This design comes from an exercise in tuning for small area, a short achievable clock period and few clock cycles on the open sky130 flow, not from production work.
Only simulation tests tie the RTL to the original design; equivalence was not proved.
Power and IR drop assume default switching activity.

Design nn_image_top, start of the top module:
module nn_image_top #(
 parameter int IMG_W = 8,
 parameter int IMG_H = 8
)(
 input logic clk,
 input logic rst,
 input logic in_valid,
 input logic signed [8:0] in_pixel,
 input logic signed [7:0] k00, k01, k02,
 input logic signed [7:0] k10, k11, k12,
 input logic signed [7:0] k20, k21, k22,
 input logic signed [7:0] bias,
 input logic signed [7:0] scale,
 input logic signed [7:0] offset,
 input logic signed [7:0] w0,
 input logic signed [7:0] w1,
 input logic signed [7:0] w2,
 output logic out_valid,
 output logic signed [21:0] conv_result,
 output logic signed [21:0] norm_result,
 output logic signed [39:0] acc0,
 output logic signed [39:0] acc1,
 output logic signed [39:0] acc2,
 output logic [2:0] out_x,
 output logic [2:0] out_y
);
export LEC_CHECK = 0
export CAP_MARGIN = 20
export CORE_MARGIN = 2
export CORE_UTILIZATION = 62
export CTS_CLUSTER_DIAMETER = 120
export CTS_CLUSTER_SIZE = 25
export PLACE_DENSITY = 0.72
export SLEW_MARGIN = 20
export SYNTH_HIERARCHICAL = 1
create_clock -name core_clock -period 12.0 [get_ports {clk}]
standard.sh (not shown) runs the stock make flow with config.mk's settings and CLKGATE_MAP_FILE= SYNTH_SCRIPT=/design/flow/synth_recipe.tcl, a recipe that flattens the netlist after the stock synthesis.
==> flow/flow/run.sh <==
#!/bin/bash
# Own layout flow: the standard ORFS flow (standard.sh), with these changes to how the
# layout is made, none to the design's constraints (clock period, I/O delays, loads):
#  1. synthesis maps logic with ORFS's ABC speed script minus its final buffer/upsize/dnsize
#     steps (the registers are exactly the standard synthesis's; only gate sizes differ);
#  2. the port buffers that ORFS inserts at global placement are buf_1 cells (timing repair
#     then sizes them up where needed);
#  3. repair_timing works on every path slower than about 3.5 ns (SETUP_SLACK_MARGIN),
#     not only on paths that miss the 12 ns clock.
# Each tool's output goes to a log file in this folder.
set -euo pipefail
W=$(pwd)
mkdir -p "$W/scripts_mod"
cp -r "$FLOW_HOME/scripts/." "$W/scripts_mod/"
sed -i -e '/^buffer -c$/d' -e '/^upsize -c$/d' -e '/^dnsize -c$/d' "$W/scripts_mod/abc_speed.script"
SCRIPTS_DIR="$W/scripts_mod" bash standard.sh synth > "$W/synth.log" 2>&1
SETUP_SLACK_MARGIN=8.5 BUFFER_PORTS_ARGS="-buffer_cell sky130_fd_sc_hd__buf_1" bash standard.sh > "$W/layout.log" 2>&1
test -f "$W/out/final.def"
Testbench counts at the start, summed over its fixed seeds: cycles 8,256.
==> next run, changes <==
Settings changed: CTS_CLUSTER_DIAMETER 120 to 100, CTS_CLUSTER_SIZE 25 to 20.
Maximum frequency goes down slightly. Total power goes up slightly. Non-clock buffer count goes down by 1. Sequential power barely changes. Via count hardly moves. Routed wire length goes up slightly. Sequential share of layout area goes down by 0.17 points.

Another version of the RTL of nn_image_top (not shown whole).
Size in the first run: ~990 flip-flops.
// nn_image_top
module nn_image_top #(
 parameter int IMG_W = 8,
 parameter int IMG_H = 8
)(
 input logic clk,
 input logic rst,
 input logic in_valid,
 input logic signed [8:0] in_pixel,
 input logic signed [7:0] k00, k01, k02,
 input logic signed [7:0] k10, k11, k12,
 input logic signed [7:0] k20, k21, k22,
 input logic signed [7:0] bias,
 input logic signed [7:0] scale,
 input logic signed [7:0] offset,
 input logic signed [7:0] w0,
 input logic signed [7:0] w1,
 input logic signed [7:0] w2,
 output logic out_valid,
 output logic signed [21:0] conv_result,
 output logic signed [21:0] norm_result,
 output logic signed [39:0] acc0,
 output logic signed [39:0] acc1,
 output logic signed [39:0] acc2,
 output logic [2:0] out_x,
 output logic [2:0] out_y
);
Settings: LEC_CHECK=0, CAP_MARGIN=20, CORE_MARGIN=2, CORE_UTILIZATION=62, CTS_CLUSTER_DIAMETER=100, CTS_CLUSTER_SIZE=20, PLACE_DENSITY=0.72, SLEW_MARGIN=20, SYNTH_HIERARCHICAL=1; clock period 12.0 ns.
==> flow/flow/run.sh <==
#!/bin/bash
# Own layout flow: the standard ORFS flow (standard.sh), with these changes to how the
# layout is made, none to the design's constraints (clock period, I/O delays, loads):
#  1. synthesis maps logic with ORFS's ABC speed script minus its final buffer/upsize/dnsize
#     steps (the registers are exactly the standard synthesis's; only gate sizes differ);
#  2. the port buffers that ORFS inserts at global placement are buf_4 cells;
#  3. repair_timing works on every path slower than about 3.5 ns (SETUP_SLACK_MARGIN),
#     not only on paths that miss the 12 ns clock.
# Each tool's output goes to a log file in this folder.
set -euo pipefail
W=$(pwd)
mkdir -p "$W/scripts_mod"
cp -r "$FLOW_HOME/scripts/." "$W/scripts_mod/"
sed -i -e '/^buffer -c$/d' -e '/^upsize -c$/d' -e '/^dnsize -c$/d' "$W/scripts_mod/abc_speed.script"
SCRIPTS_DIR="$W/scripts_mod" bash standard.sh synth > "$W/synth.log" 2>&1
SETUP_SLACK_MARGIN=8.5 BUFFER_PORTS_ARGS="-buffer_cell sky130_fd_sc_hd__buf_4" bash standard.sh > "$W/layout.log" 2>&1
test -f "$W/out/final.def"
The starting point finished clean.
Testbench counts at the start, summed over its fixed seeds: cycles 8,256.
Then changed:
--- a/flow/flow/run.sh
+++ b/flow/flow/run.sh
@@ -4,5 +4,6 @@
 #  1. synthesis maps logic with ORFS's ABC speed script minus its final buffer/upsize/dnsize
 #     steps (the registers are exactly the standard synthesis's; only gate sizes differ);
-#  2. the port buffers that ORFS inserts at global placement are buf_4 cells;
+#  2. the port buffers that ORFS inserts at global placement are buf_1 cells (timing repair
+#     then sizes them up where needed);
 #  3. repair_timing works on every path slower than about 3.5 ns (SETUP_SLACK_MARGIN),
 #     not only on paths that miss the 12 ns clock.
@@ -14,4 +15,4 @@
 sed -i -e '/^buffer -c$/d' -e '/^upsize -c$/d' -e '/^dnsize -c$/d' "$W/scripts_mod/abc_speed.script"
 SCRIPTS_DIR="$W/scripts_mod" bash standard.sh synth > "$W/synth.log" 2>&1
-SETUP_SLACK_MARGIN=8.5 BUFFER_PORTS_ARGS="-buffer_cell sky130_fd_sc_hd__buf_4" bash standard.sh > "$W/layout.log" 2>&1
+SETUP_SLACK_MARGIN=8.5 BUFFER_PORTS_ARGS="-buffer_cell sky130_fd_sc_hd__buf_1" bash standard.sh > "$W/layout.log" 2>&1
 test -f "$W/out/final.def"
Effect: Utilization came out lower by 1.3 points. Final area came out lower slightly. Final cell count stays the same. Sequential power came out lower slightly. Fmax barely changes. Synthesized cell count is unchanged. Wire length came out higher slightly.

==> separate check: timing with driven ports <==
The results above use ideal ports. As a check the final layouts listed here were re-extracted and re-timed, cells and wires unchanged. Step 1 assumes that a clkbuf_16 drives the clock port and a buf_2 every other input. Step 2 adds t to the input delays and takes it off the output delays; t is the mean of the earliest and latest rising clock arrival at the registers after step 1. Input paths then give back, and output paths get back, about the clock's delay inside the block. Three values: no drivers, after step 1, after step 2; two values: the first two.
run | shift t [ns] | setup slack, ns | worst data-port slew with drivers (ns)
the first run of note 1 | 0.700 | 8.470 / 8.406 / 8.570 | 0.14
the second run of note 1 | 0.708 | 8.459 / 8.395 / 8.596 | 0.14
the first run of note 2 | 0.704 | 8.465 / 8.396 / 8.574 | 0.16
the second run of note 2 | 0.700 | 8.467 / 8.396 / 8.649 | 0.19
After both steps every run listed still meets setup and hold.
